From an optimization exercise on the open Yosys and OpenROAD flow, aimed at small area, a short achievable clock period and few clock cycles per item; shortcuts taken in it are not production practice.
The RTL was checked by simulation tests, not by an equivalence proof against the original design.
Power and IR drop assume default switching activity.

File: flow/config.mk
export PLATFORM = sky130hd
export DESIGN_NAME = JAM
export DESIGN_NICKNAME = JAM
export VERILOG_FILES = /design/flow/design.v
export SDC_FILE = /design/flow/constraint.sdc
export NUM_CORES = 4
export LEC_CHECK = 0
export CAP_MARGIN = 20
export CORE_MARGIN = 2
export CORE_UTILIZATION = 40
export SLEW_MARGIN = 20
File: flow/run.sh
#!/bin/bash
# synth_recipe.tcl (not shown) runs the flow's synth.tcl, then flattens the netlist and writes it again
# the make line also repeats each setting of config.mk as NAME=value (left out here)
make -C /OpenROAD-flow-scripts/flow DESIGN_CONFIG=/design/flow/config.mk WORK_HOME=/design/flow/orfs CLKGATE_MAP_FILE= SYNTH_SCRIPT=/design/flow/synth_recipe.tcl finish
File: flow/constraint.sdc
create_clock -name core_clock -period 6.0 [get_ports {CLK}]
set_input_delay 1.2000 -clock core_clock [delete_from_list [all_inputs] [get_ports {CLK}]]
set_output_delay 1.2000 -clock core_clock [all_outputs]
set_load 0.01 [all_outputs]
File: flow/design.v
module JAM (
input CLK,
input RST,
output reg [2:0] W,
output reg [2:0] J,
input [6:0] Cost,
output [3:0] MatchCount,
output reg [9:0] MinCost,
output reg Valid );
localparam ST_SCAN = 3'd0, ST_POST = 3'd1, ST_AUG = 3'd2, ST_EQ = 3'd3,
           ST_ELIM = 3'd4, ST_RYS = 3'd5, ST_FIN = 3'd6, ST_DONE = 3'd7;
integer k, m;
reg [2:0] st;
reg [7:0] p  [0:7];    
reg [7:0] K  [0:7];    
reg [2:0] way[0:7];    
reg [7:0] wayS;        
reg [2:0] pm [0:7];    
reg [7:0] matched, used;
reg [2:0] r, i0, j0, jc, j1;
reg       j0s, first, eqhead;
reg signed [9:0] U;    
reg [7:0] runmin;
reg [6:0] Dprev;
reg [7:0] Pc, Kc, Pj1;   
reg [7:0] Rm, S;   
reg [3:0] acc, prodP;
assign MatchCount = acc;
reg       parP;
reg [2:0] jq;
reg       hq;
reg [2:0] rq;    
reg [2:0] jn; reg ld, ld_corr, ld_zero;
wire [7:0] pn = p[jn];
wire [7:0] kn = K[jn];
wire [6:0] c_D = (st == ST_POST) ? runmin[6:0] : Dprev;
wire [7:0] pcor = pn + {1'b0, c_D} - kn;
wire       cpos = {1'b0, c_D} > kn;
wire [7:0] pnew = ld_zero ? 8'd0 : ((ld_corr & cpos) ? pcor : pn);
wire signed [10:0] Pc_s = {3'b0, Pc};
wire signed [10:0] U_s  = {U[9], U};
wire signed [10:0] Kc_s = {3'b0, Kc};
wire signed [10:0] rm_s = {3'b0, runmin};
wire signed [10:0] P1_s = {3'b0, Pj1};
wire signed [10:0] Q  = Pc_s - U_s;
wire signed [10:0] cs = {4'b0, Cost};
wire signed [10:0] t  = cs + Q;
wire signed [10:0] Y1 = Kc_s - Q;
wire signed [10:0] Y2 = rm_s - Q;
wire [7:0] tsat = (t[10:8] != 3'b000) ? 8'hFF : t[7:0];
wire lt  = first | (cs < Y1);
wire rmt = cs < Y2;
wire rmk = Kc < runmin;
wire rm_lt = lt ? rmt : rmk;
wire [7:0] above = ~used & (8'hFE << jq);
reg [2:0] jnext; reg has_next;
always @* begin
    jnext = 3'd0; has_next = |above;
    for (k = 7; k >= 0; k = k - 1)
        if (above[k]) jnext = k;
end
wire [7:0] used_j1 = used | (8'd1 << j1);
reg [2:0] f0r, f1r, f2r; reg h1r, h2r;
reg [2:0] g0, g1, g2; reg hg1, hg2;
always @* begin
    g0 = 3'd0;
    for (k = 7; k >= 0; k = k - 1) if (!used_j1[k]) g0 = k;
    g1 = 3'd0; hg1 = 1'b0;
    for (k = 7; k >= 0; k = k - 1) if (!used_j1[k] && k > g0) begin g1 = k; hg1 = 1'b1; end
    g2 = 3'd0; hg2 = 1'b0;
    for (k = 7; k >= 0; k = k - 1) if (!used_j1[k] && k > g1) begin g2 = k; hg2 = 1'b1; end
end
wire j1_f0 = (j1 == f0r);
wire j1_f01 = j1_f0 | (j1 == f1r);
wire [2:0] jfirst  = j1_f0 ? f1r : f0r;
wire [2:0] jsecond = j1_f01 ? f2r : f1r;
wire has_second = j1_f01 ? h2r : h1r;
wire [2:0] pm_j1 = pm[j1];
wire [2:0] way_j1 = way[j1];
wire       wayS_j1 = wayS[j1];
wire [2:0] pm_new = wayS_j1 ? r : pm[way_j1];
wire signed [10:0] U_post = cs + P1_s - rm_s;
wire [8:0] cp = {2'b0, Cost} + {1'b0, Pc};
wire       eq_wrap = (jq + 3'd1 == rq);
wire [2:0] jq_n = eq_wrap ? jq + 3'd2 : jq + 3'd1;
wire [2:0] rq_n = eq_wrap ? rq + 3'd1 : rq;
wire aug = (st == ST_POST && !matched[j1]) || st == ST_AUG;
wire phase_end = aug && wayS_j1;
always @* begin
    if (st == ST_POST) begin W = pm_j1; J = j1; end
    else begin W = i0; J = jc; end
end
reg [7:0] Af [0:7];    
reg [7:0] rowo, colo, rem;
always @* begin
    for (m = 0; m < 8; m = m + 1)
        for (k = 0; k < 8; k = k + 1)
            Af[m][k] = K[m][(k - m) & 7];
    for (m = 0; m < 8; m = m + 1) begin
        rowo[m] = 1'b0; colo[m] = 1'b0;
        for (k = 0; k < 8; k = k + 1)
            if (k != m) begin
                rowo[m] = rowo[m] | (Af[m][k] & Rm[k]);
                colo[m] = colo[m] | (Af[k][m] & Rm[k]);
            end
        rem[m] = Rm[m] & ~(rowo[m] & colo[m]);
    end
end
function [1:0] fa(input a, input b, input c);
    fa = {(a & b) | (c & (a ^ b)), a ^ b ^ c};
endfunction
function [3:0] pop8(input [7:0] x);
    reg [1:0] A, B, C, D, E, F;
    begin
        A = fa(x[0], x[1], x[2]);
        B = fa(x[3], x[4], x[5]);
        C = {x[6] & x[7], x[6] ^ x[7]};
        D = fa(A[0], B[0], C[0]);
        E = fa(A[1], B[1], C[1]);
        F = {E[0] & D[1], E[0] ^ D[1]};
        pop8 = {E[1] & F[1], E[1] ^ F[1], F[0], D[0]};
    end
endfunction
reg [3:0] rsum;
reg [7:0] rz, ra, rb0, rb1, re0, re1;
reg [3:0] ne0, ne1, nb0;
reg [4:0] esum;
reg [1:0] bb;
reg [3:0] term;
always @* begin
    for (m = 0; m < 8; m = m + 1) begin
        rsum = pop8(Af[m] & S);
        rz[m] = 1'b0; re0[m] = 1'b0; re1[m] = 1'b0; ra[m] = 1'b0; rb0[m] = 1'b0; rb1[m] = 1'b0;
        case (rsum)
        4'd0: rz[m] = 1'b1;
        4'd2: re0[m] = 1'b1;
        4'd3: begin ra[m] = 1'b1; rb0[m] = 1'b1; rb1[m] = 1'b1; end
        4'd4: re1[m] = 1'b1;
        4'd5: rb0[m] = 1'b1;
        4'd6: begin re0[m] = 1'b1; ra[m] = 1'b1; rb0[m] = 1'b1; rb1[m] = 1'b1; end
        4'd7: begin ra[m] = 1'b1; rb1[m] = 1'b1; end
        4'd8: begin re0[m] = 1'b1; re1[m] = 1'b1; end
        default: ;
        endcase
    end
    ne0 = pop8(re0 & Rm);
    ne1 = pop8(re1 & Rm);
    nb0 = pop8(rb0 & Rm);
    esum = {1'b0, ne0} + {ne1, 1'b0};
    bb = nb0[1:0] + {^(rb1 & Rm), 1'b0};
    term = {bb, 2'b01};                  
    if (^(ra & Rm)) term = 4'd0 - term;
    term = term << esum[1:0];
    if (|(rz & Rm) || esum > 5'd3) term = 4'd0;
end
wire [3:0] acc_n = parP ? acc - prodP : acc + prodP;
wire [7:0] S_n = ((S | ~Rm) + 8'd1) & Rm;
always @* begin
    jn = jq; ld = 1'b0; ld_corr = 1'b0; ld_zero = 1'b0;
    case (st)
    ST_SCAN: begin
        jn = jq; ld = hq;
        ld_corr = first & hq; ld_zero = first & hq & (r == 3'd0);
    end
    ST_POST, ST_AUG: begin
        jn = (st == ST_POST && matched[j1]) ? jfirst : jq;    
        if (st == ST_POST && matched[j1]) ld = 1'b1;
        else if (phase_end) begin ld = 1'b1; ld_corr = 1'b1; end
    end
    ST_EQ: begin
        jn = jq; ld = 1'b1; ld_corr = (rq == 3'd0);
    end
    default: ;
    endcase
end
always @(posedge CLK) begin
    if (ld_corr | ld_zero) p[jn] <= pnew;
    if (ld) begin Pc <= pnew; Kc <= kn; end
    if (RST) begin
        p[0] <= 8'd0; Pc <= 8'd0;
        st <= ST_SCAN;
        Valid <= 1'b0;
        matched <= 8'd0;
        used <= 8'd0;
        r <= 3'd0; i0 <= 3'd0; jc <= 3'd0; j0 <= 3'd0; j1 <= 3'd0; jq <= 3'd1; hq <= 1'b1;
        f0r <= 3'd0; f1r <= 3'd1; f2r <= 3'd2; h1r <= 1'b1; h2r <= 1'b1;
        j0s <= 1'b1; first <= 1'b1;
        U <= 10'sd0;
        runmin <= 8'hFF;
        Dprev <= 7'd0;
    end else begin
        case (st)
        ST_SCAN: begin
            if (lt) begin
                K[jc] <= tsat;
                way[jc] <= j0;
                wayS[jc] <= j0s;
            end
            if (rm_lt) begin
                runmin <= lt ? tsat : Kc;
                j1 <= jc;
                Pj1 <= Pc;
            end
            if (hq) begin
                jc <= jq; jq <= jnext; hq <= has_next;
            end else begin
                st <= ST_POST; jq <= 3'd0;
            end
        end
        ST_POST, ST_AUG: begin
            if (st == ST_POST && matched[j1]) begin
                U <= U_post[9:0];
                used <= used_j1;
                i0 <= pm_j1;
                j0 <= j1; j0s <= 1'b0;
                first <= 1'b0;
                runmin <= 8'hFF;
                jc <= jfirst; jq <= jsecond; hq <= has_second;
                f0r <= g0; f1r <= g1; f2r <= g2; h1r <= hg1; h2r <= hg2;
                st <= ST_SCAN;
            end else begin
                if (st == ST_POST) Dprev <= runmin[6:0];
                pm[j1] <= pm_new;
                matched[j1] <= 1'b1;
                if (wayS_j1) begin
                    if (r == 3'd7) begin
                        st <= ST_EQ; r <= 3'd0; jc <= 3'd0; jq <= 3'd1; rq <= 3'd0;
                        i0 <= (j1 == 3'd0) ? pm_new : pm[0];
                        eqhead <= 1'b1; MinCost <= 10'd0;
                    end else begin
                        r <= r + 3'd1; i0 <= r + 3'd1;
                        j0s <= 1'b1; first <= 1'b1; U <= 10'sd0;
                        used <= 8'd0; runmin <= 8'hFF; jc <= 3'd0; jq <= 3'd1; hq <= 1'b1;
                        f0r <= 3'd0; f1r <= 3'd1; f2r <= 3'd2; h1r <= 1'b1; h2r <= 1'b1;
                        st <= ST_SCAN;
                    end
                end else begin
                    j1 <= way_j1;
                    st <= ST_AUG;
                end
            end
        end
        ST_EQ: begin
            if (eqhead) begin
                U <= {1'b0, cp};
                MinCost <= MinCost + {3'b0, Cost};
                K[r] <= {1'b1, K[r][7:1]};
                eqhead <= 1'b0;
                jc <= jq; jq <= jq_n; rq <= rq_n;
            end else begin
                K[r] <= {(cp == U[8:0]), K[r][7:1]};
                if (jc + 3'd1 == r) begin
                    if (r == 3'd7) begin
                        st <= ST_ELIM; Rm <= 8'hFF;
                    end else begin
                        r <= r + 3'd1; i0 <= pm[r + 3'd1];
                        eqhead <= 1'b1;
                        jc <= jq; jq <= jq_n; rq <= rq_n;
                    end
                end else begin
                    jc <= jq; jq <= jq_n; rq <= rq_n;
                end
            end
        end
        ST_ELIM: begin
            if (rem == 8'd0) begin
                st <= ST_RYS; S <= 8'd0; acc <= 4'd0; prodP <= 4'd0; parP <= 1'b0;
            end else begin
                Rm <= Rm & ~rem;
            end
        end
        ST_RYS: begin
            prodP <= term;
            parP <= ^(Rm ^ S);
            acc <= acc_n;
            S <= S_n;
            if (S == Rm) st <= ST_FIN;
        end
        ST_FIN: begin
            acc <= acc_n;
            Valid <= 1'b1;
            st <= ST_DONE;
        end
        default: ;
        endcase
    end
end
endmodule
==> summary.md <==
| Metric | Value |
|---|---|
| Buf/Inv on CP | `1` |
| Synth Warn # | `2` |
| Clock buffer depth | `3` |
| Gpl congestion | `0.953` |
| Worst-Margin Slew | `1.03 ns` |
| Initial antenna violation count | `1` |
| Vias/cell | `slightly below 6` |
| Boundary Pins | `30` |
| HP Class | `flop to flop` |
| Filler cells | `around 5400` |
| Reg2reg start | `j1[2]` |
| Placed insts | `3199` |
| CTS Sinks | `approximately 330` |
| Asr flop ratio synth | `0%` |
| DP Area | `25400 µm²` |
| Worst Hold Launch | `p[0][3]` |
| Synth top area share | `29.5%` |
| Final WL | `76000 µm` |
| Slew Limit Fails | `0` |
| Vias in the first global route | `approximately 19000` |
| Final setup viols | `0` |
| Skew-Pair Late Insertion Delay | `0.58 ns` |
| Area growth, synth to finish | `14.8%` |
| Worst flop-to-flop path endpoint | `p[4][4]` |
| Crit. End Element | `flop` |
| Total grt overflow | `0` |
| Die Y | `247 µm` |
| Total GRT Usage | `25.0%` |
| Worst Setup Path Type | `flop to flop` |
| I/O Buffers | `29` |
| Syn Nets | `2624` |
| Total Nets Final | `between 2000 and 3000` |
| Largest family of logic cells by synthesized area | `adder cells` |
| Via total after detailed routing | `19300` |
| Largest cells by area after synthesis | `edfxtp_1 (29%), ha_1 (9.8%), dfxtp_1 (8.3%), fa_1 (5.6%), mux4_2 (4.2%)` |
| Core Box Area | `57900 µm²` |
| Unique cell type count in the Yosys netlist | `80` |
| Die width | `247 µm` |
| Syn Area/Cell | `9.95 µm²` |
| Outcome | `timing/DRC/antenna clean` |
| RSZ-0062 raised after global routing | `true` |
| Tcrit/Tclk final | `96.3%` |
| Multiplexer share of the synthesized area | `7.86%` |
| Layout cell share with drive strength beyond 1 | `13.4%` |
| Overall power after layout | `0.00982 W` |
| Commonest cells in the netlist | `edfxtp_1 (231), inv_1 (204), nor2_1 (195), nand2_1 (193), ha_1 (185)` |
| Crit-path most repeated cell | `mux2_2` |
| Largest net degree at the start of global routing | `81` |
| Fin crit period | `5.78 ns` |
| Mapped cell area | `23500 µm²` |
| Number of synthesized flops with an enable pin | `231` |
| Wire length per cell | `23.2 µm` |
| Area fraction in compound gates after synthesis | `15.0%` |
| Multi-input combinational cell area | `13600 µm²` |
| Area leader, netlist | `edfxtp_1` |
| Crit path DAT | `roughly 6 ns` |
| CP max stage cell | `mux2i_1` |
| Post-synthesis simple-gate area fraction | `about 15%` |
| #FFs+latches synth | `329` |
| Initial Util | `~41%` |
| Clock Tree Root | `clkbuf_16` |
| Fmax | `around 0.17 GHz` |
| Worst path max stage delay | `roughly 0.65 ns` |
| Final Hold Viols | `0` |
| Reg area | `8900 µm²` |
| Fin cells | `3282` |
| Fin util | `46.7%` |
| Cell family with most CP delay | `multiplexers` |
| FF-to-FF path depth | `18` |
| Pwr Density | `363 nW/µm²` |
| H-Tree Depth | `2` |
| Cts hold-fix bufs | `0` |
| Drt pass-1 iters | `11` |
| Worst hold stages | `2` |
| HPWL after DPL | `58800 µm` |
| Seq/Total Area, Yosys | `between 30% and 40%` |
| Max cap viols | `0` |
| Synth Area in XOR/XNOR | `3.87%` |
| Clock transition at path regs | `~0.06 ns` |
| Crit-path max FO | `15` |
| Design area | `between 20000 and 30000 µm²` |
| Most common flop cell mapped by yosys | `edfxtp_1` |
| Rel. slew slack | `31.3%` |
| Worst reg2reg setup slack | `0.22 ns` |
| Row cnt | `88` |
| CP Launch Type | `flop` |
| Post-synthesis cell count | `2364` |
| CTS buffer count | `38` |
| Hold path endpoint | `p[0][3]` |
| Area of the die | `around 61000 µm²` |
| DP Worst Slack | `-0.0700 ns` |
| Adder-cell share of the synthesized area | `15.5%` |
| CTS tree | `built` |
| Worst Skew | `~0.022 ns` |
| Maximum VDD drop | `0.273 mV` |
| 1st-iter DRT viols | `between 1500 and 2000` |
| Req. time, crit path | `6.24 ns` |
| Worst path cell trace | `mux2_2, o22a_1, and3_4, mux2_2, buf_4, mux4_2, nand2_1, and2_1, ha_1, nand3_1, o21bai_1, a21boi_0, o21ai_0, a211oi_1, and3_1, o21ai_2, mux2i_1, nor2_1` |
| Leakage | `10.7 nW` |
| Most frequent cell after synthesis | `edfxtp_1` |
| # DRC | `0` |
| First-pass GRT wire length | `116000 µm` |
| Setup ws final | `approximately 0.22 ns` |
| Routed Antenna Nets | `0` |
[state kept, by name, indices dropped and copies added (netlist names), 10 cells and up, named ones only]
signal   cells
way         24
pm          24
MinCost     10
U           10
p           64
K           64
[placed cells by master (no fill, tap or decap), types with 41 or more instances in the layout]
cell type / synthesis / layout
xnor2_1: 62 / 61
nor2b_1: 48 / 45
nor3_1: 49 / 49
a21oi_1: 143 / 141
nand2_1: 193 / 193
dfxtp_1: 98 / 97
nand3_1: 41 / 41
xor2_1: 42 / 41
inv_1: 204 / 203
fa_1: 66 / 62
buf_4: 4 / 150
mux4_2: 44 / 44
mux2i_1: 51 / 50
o21ai_0: 89 / 88
a211oi_1: 47 / 45
and2_1: 67 / 63
a22oi_1: 48 / 48
edfxtp_1: 231 / 231
ha_1: 185 / 178
nor2_1: 195 / 193
[kinds of logic (layout without fill, tap and decap cells)]
kind of cell | count (synthesis) | after routing
AND/OR/NAND/NOR | 722 | 722
AO/OA/AOI/OAI | 529 | 529
flip-flops | 329 | 329
buffers and inverters | 305 | 457
adder cells (fa/ha/maj) | 251 | 251
multiplexers | 124 | 124
XOR/XNOR | 104 | 104
other | 0 | 1
[area by class of cell]
class	count	share of cell area [%]
inverter	205	2.85
timing repair buffer	183	5.49
antenna	1	0.00926
sequential	329	32.9
clock inverter	20	0.935
multi-input combinational	1730	50.3
clock buffer	49	3.90
tap	765	3.54
[where the power goes]
group          internal [W]  switching, W  total [W]
Clock               0.00146      0.000987    0.00245
Sequential          0.00277      0.000256    0.00302
Combinational       0.00180       0.00254    0.00434
[worst register-to-register path: stages, from the launching register on]
cell	delay, ns
dfxtp_1	0.56
mux2_2	0.39
o22a_1	0.23
and3_4	0.27
mux2_2	0.54
buf_4	0.26
mux4_2	0.51
nand2_1	0.08
and2_1	0.26
ha_1	0.21
nand3_1	0.11
o21bai_1	0.16
a21boi_0	0.16
o21ai_0	0.10
a211oi_1	0.27
and3_1	0.20
o21ai_2	0.18
mux2i_1	0.66
nor2_1	0.29
[through the flow]
| step | TNS, ns | hold slack (ns) |
|---|---|---|
| 3_5_place_dp | -0.0745 | 0.449 |
| 3_3_place_gp | 0 | 0.443 |
| 2_1_floorplan | 0 | 0.420 |
| 4_1_cts | 0 | 0.457 |
| 6_report | 0 | 0.457 |
| 5_1_grt | -1.12 | 0.471 |
[worst max-delay path by stage]
stage,from,to,slack (ns),cells after the start
3_3_place_gp,S[3],prodP[1],0.08,24
3_5_place_dp,S[0],prodP[1],-0.07,24
5_1_grt,S[0],prodP[0],-0.13,25
2_1_floorplan,S[5],prodP[1],0.48,23
6_report,j1[2],p[4][4],0.22,18
4_1_cts,S[0],prodP[1],0.009,24
[routing by layer]
| layer | wire [µm] | GRT usage [%] | vias up |
|---|---|---|---|
| li1 | - | - | 8812 |
| met1 | 31400 | 32.8 | 9505 |
| met2 | 35800 | 41.4 | 825 |
| met3 | 5860 | 4.51 | 182 |
| met4 | 2970 | 8.91 | 0 |
| met5 | 0 | 0 | - |
[what timing repair did]
item,in CTS,in global routing
setup endpoints to repair,10,60
gates resized for setup,1,36
buffers inserted,3,10
pin swaps,1,12
Testbench counts, summed over its fixed seeds: cycles 7,721, jobs 32.

## afterwards: timing with drivers on the ports
How much do the figures lean on ideal ports? The routed layout below was timed once more, with nothing changed but the port constraints. Step 1 assumes that a clkbuf_16 drives the clock port and a buf_2 every other input. Step 2 also shifts input and output timing later by t, the mid clock arrival at the registers, as if the neighbouring blocks saw the same clock. a / b / c = ideal / step 1 / step 2; a / b = the first two.
t, ns: 0.626
setup slack, ns: 0.219 / 0.219 / 0.219
latest minus earliest clock arrival (ns): 0.022 / 0.022
cell pins on the clock port's net: 1
After both steps this run still meets setup and hold. For this run, drivers alone change the setup slack by 0.000 ns; drivers and shift together by 0.000 ns.
